What follows belongs to an exercise in optimizing a design on an open flow for small area, a short achievable clock period and few clock cycles; a production flow would make more cautious choices.
Function was checked by simulation only, so behaviour that the tests miss may differ from the original.

// cpu
module cpu(clk, reset, imem_addr, imem_data, dmem_addr, dmem_we, dmem_wdata, dmem_rdata);
	input logic clk, reset;
	output logic [7:0] imem_addr;
	input logic [31:0] imem_data;
	output logic [6:0] dmem_addr;
	output logic dmem_we;
	output logic [63:0] dmem_wdata;
	input logic [63:0] dmem_rdata;
	logic [7:0]  pc, pcD;           
	logic [31:0] ir;
	logic [30:0] selA, selB;        
	logic        fwdA, fwdB;        
	logic [63:0] mres, msd;         
	logic [63:0] mx1, mx2, mx3;     
	logic [6:0]  maddr;             
	logic [4:0]  mrd;
	logic        mwr, mld, mmul, mrev, mst;
	logic        fn, fv;            
	logic [30:0][63:0] rf;
	assign imem_addr  = pc;
	assign dmem_addr  = maddr;
	assign dmem_we    = mst;
	assign dmem_wdata = msd;
	function automatic logic [10:0] dec(input logic [31:0] x);
		dec[10] = x[31:22] == 10'b1001000100;
		dec[9]  = x[31:21] == 11'b10101011000;
		dec[8]  = x[31:21] == 11'b11101011000 && x[15:10] == 6'b0;
		dec[7]  = x[31:21] == 11'b10011011000 && x[14:10] == 5'h1F;   
		dec[6]  = x[31:21] == 11'b11010011011 && x[20:16] == 5'b0;
		dec[5]  = x[31:21] == 11'b11010011010 && x[20:16] == 5'b0;
		dec[4]  = x[31:21] == 11'b11111000010 && x[11:10] == 2'b0;
		dec[3]  = x[31:21] == 11'b11111000000 && x[11:10] == 2'b0;
		dec[2]  = x[31:26] == 6'b000101;
		dec[1]  = x[31:24] == 8'b01010100 && x[4:0] == 5'b01011;
		dec[0]  = x[31:24] == 8'b10110100;
	endfunction
	logic i_addi, i_adds, i_subs, i_mul, i_lsl, i_lsr, i_ldur, i_stur, i_b, i_blt, i_cbz;
	assign {i_addi, i_adds, i_subs, i_mul, i_lsl, i_lsr, i_ldur, i_stur, i_b, i_blt, i_cbz} = dec(ir);
	logic [4:0] rd;
	assign rd = ir[4:0];
	logic writes, alu_wr, mul_wr;
	assign writes = (i_addi | i_adds | i_subs | i_mul | i_lsl | i_lsr | i_ldur) && rd != 5'd31;
	assign alu_wr = writes & ~i_ldur & ~i_mul & ~i_lsl & ~i_lsr;
	assign mul_wr = writes & (i_mul | i_lsl | i_lsr);
	logic [10:0] nd;
	logic [4:0]  n_rn, n_rb;
	logic        n_usesA, n_usesB;
	assign nd = dec(imem_data);
	assign n_rn = imem_data[9:5];
	assign n_rb = imem_data[25] ? imem_data[20:16] : imem_data[4:0];
	assign n_usesA = |{nd[10:3]};
	assign n_usesB = nd[9] | nd[8] | nd[7] | nd[3] | nd[0];
	logic [31:0] n_selA, n_selB;
	assign n_selA = 32'b1 << n_rn;
	assign n_selB = 32'b1 << n_rb;
	logic taken;
	logic [7:0] off, pc_n;
	assign taken = i_b | (i_blt & (fn ^ fv)) | (i_cbz & ~|opB);
  ...
Size: ~2400 flip-flops, about 180 I/O pins.
==> flow/config.mk <==
export PLATFORM = sky130hd
export DESIGN_NAME = cpu
export DESIGN_NICKNAME = cpu
export VERILOG_FILES = /design/flow/design.v
export SDC_FILE = /design/flow/constraint.sdc
export NUM_CORES = 4
export LEC_CHECK = 0
export ABC_AREA = 1
export CAP_MARGIN = 20
export CORE_MARGIN = 2
export CORE_UTILIZATION = 55
export CTS_CLUSTER_DIAMETER = 70
export CTS_CLUSTER_SIZE = 14
export PLACE_DENSITY = 0.65
export SLEW_MARGIN = 20
==> flow/constraint.sdc <==
create_clock -name core_clock -period 34.0 [get_ports {clk}]
set_input_delay 6.8000 -clock core_clock [delete_from_list [all_inputs] [get_ports {clk}]]
set_output_delay 6.8000 -clock core_clock [all_outputs]
set_load 0.01 [all_outputs]
standard.sh (not shown) runs the stock make flow with config.mk's settings and CLKGATE_MAP_FILE= SYNTH_SCRIPT=/design/flow/synth_recipe.tcl, a recipe that flattens the netlist after the stock synthesis.
==> flow/flow/run.sh <==
#!/bin/bash
# Layout flow: the standard ORFS flow (standard.sh: same synthesis, floorplan, power
# grid, placement, CTS and routing, same clock period and SDC), with two changes to how
# the layout is optimised:
#  - SETUP_SLACK_MARGIN asks ORFS's timing repair to leave 25.8 ns of slack on the 34 ns
#    clock, so it sizes and buffers the design for a period of about 8.2 ns, on every
#    violating endpoint (TNS_END_PERCENT=100);
#  - the port buffers that buffer_ports inserts are plain buffers (buf_2, which repair may
#    resize) rather than its default delay-buffer cell.
# make's full output goes to standard_flow.log here; ORFS's per-step logs stay under orfs/logs.
set -euo pipefail
bash standard.sh SETUP_SLACK_MARGIN=25.8 TNS_END_PERCENT=100 \
  "BUFFER_PORTS_ARGS=-buffer_cell sky130_fd_sc_hd__buf_2" finish > standard_flow.log 2>&1
The first run finished with timing, DRC and antenna clean.
Testbench counts at the start, summed over its fixed seeds: cycles 70,492.
==> next run, changes <==
==> flow/flow/run.sh (replaced) <==
#!/bin/bash
# Layout flow: the standard ORFS flow (standard.sh: same synthesis, floorplan, power
# grid, placement, CTS and routing, same clock period and SDC), with two changes to how
# the layout is optimised:
#  - SETUP_SLACK_MARGIN asks ORFS's timing repair to leave 26.1 ns of slack on the 34 ns
#    clock, so it sizes and buffers the design for a period of about 7.9 ns, on every
#    violating endpoint (TNS_END_PERCENT=100);
#  - the port buffers that buffer_ports inserts are plain buffers (buf_2, which repair may
#    resize) rather than its default delay-buffer cell.
# make's full output goes to standard_flow.log here; ORFS's per-step logs stay under orfs/logs.
set -euo pipefail
bash standard.sh SETUP_SLACK_MARGIN=26.1 TNS_END_PERCENT=100 \
  "BUFFER_PORTS_ARGS=-buffer_cell sky130_fd_sc_hd__buf_2" finish > standard_flow.log 2>&1
--- a/flow/config.mk
+++ b/flow/config.mk
@@ -10,6 +10,6 @@
 export CORE_MARGIN = 2
 export CORE_UTILIZATION = 55
-export CTS_CLUSTER_DIAMETER = 70
-export CTS_CLUSTER_SIZE = 14
+export CTS_CLUSTER_DIAMETER = 90
+export CTS_CLUSTER_SIZE = 20
 export PLACE_DENSITY = 0.65
 export SLEW_MARGIN = 20
The changed run finished with timing, DRC and antenna clean.
Design area falls by 0.53%.
Area after synthesis does not change.
Core utilization falls by 0.32 points.
Routed wire length rises by 2.1%.
Cell count stays flat.
Worst setup slack gains 0.29 ns.
Hold slack gains 0.0092 ns.
Clock-buffer cell count falls by 85.
Sequential cell count stays the same.

[separate check: timing with driven ports]
How much do the figures lean on ideal ports? The routed layouts below were timed once more, with nothing changed but the port constraints.
Step 1 sets driving cells, clkbuf_16 on the clock port and buf_2 on the other inputs (assumed; they add their load-dependent delay and slew).
Step 2 times the ports against the registers' clock, not the clock port: input delays grow and output delays shrink by t, the midpoint of the rising clock arrivals with the driver on.
a / b / c = ideal ports / drivers / drivers and shift; a / b = the first two.
run | t, ns | setup WS [ns] | worst setup path at the end | worst register clock-pin slew, ns | pins driven straight from the clock port
the first run | 1.065 | 25.414 / 25.414 / 24.973 | input to register | 0.08 / 0.08 | 1
the second run | 1.026 | 25.705 / 25.590 / 25.329 | input to register | 0.10 / 0.10 | 1
After both steps setup and hold are still met in every run listed. For the first run, which loses most, drivers alone change the setup slack by 0.000 ns; drivers and shift together by -0.441 ns.
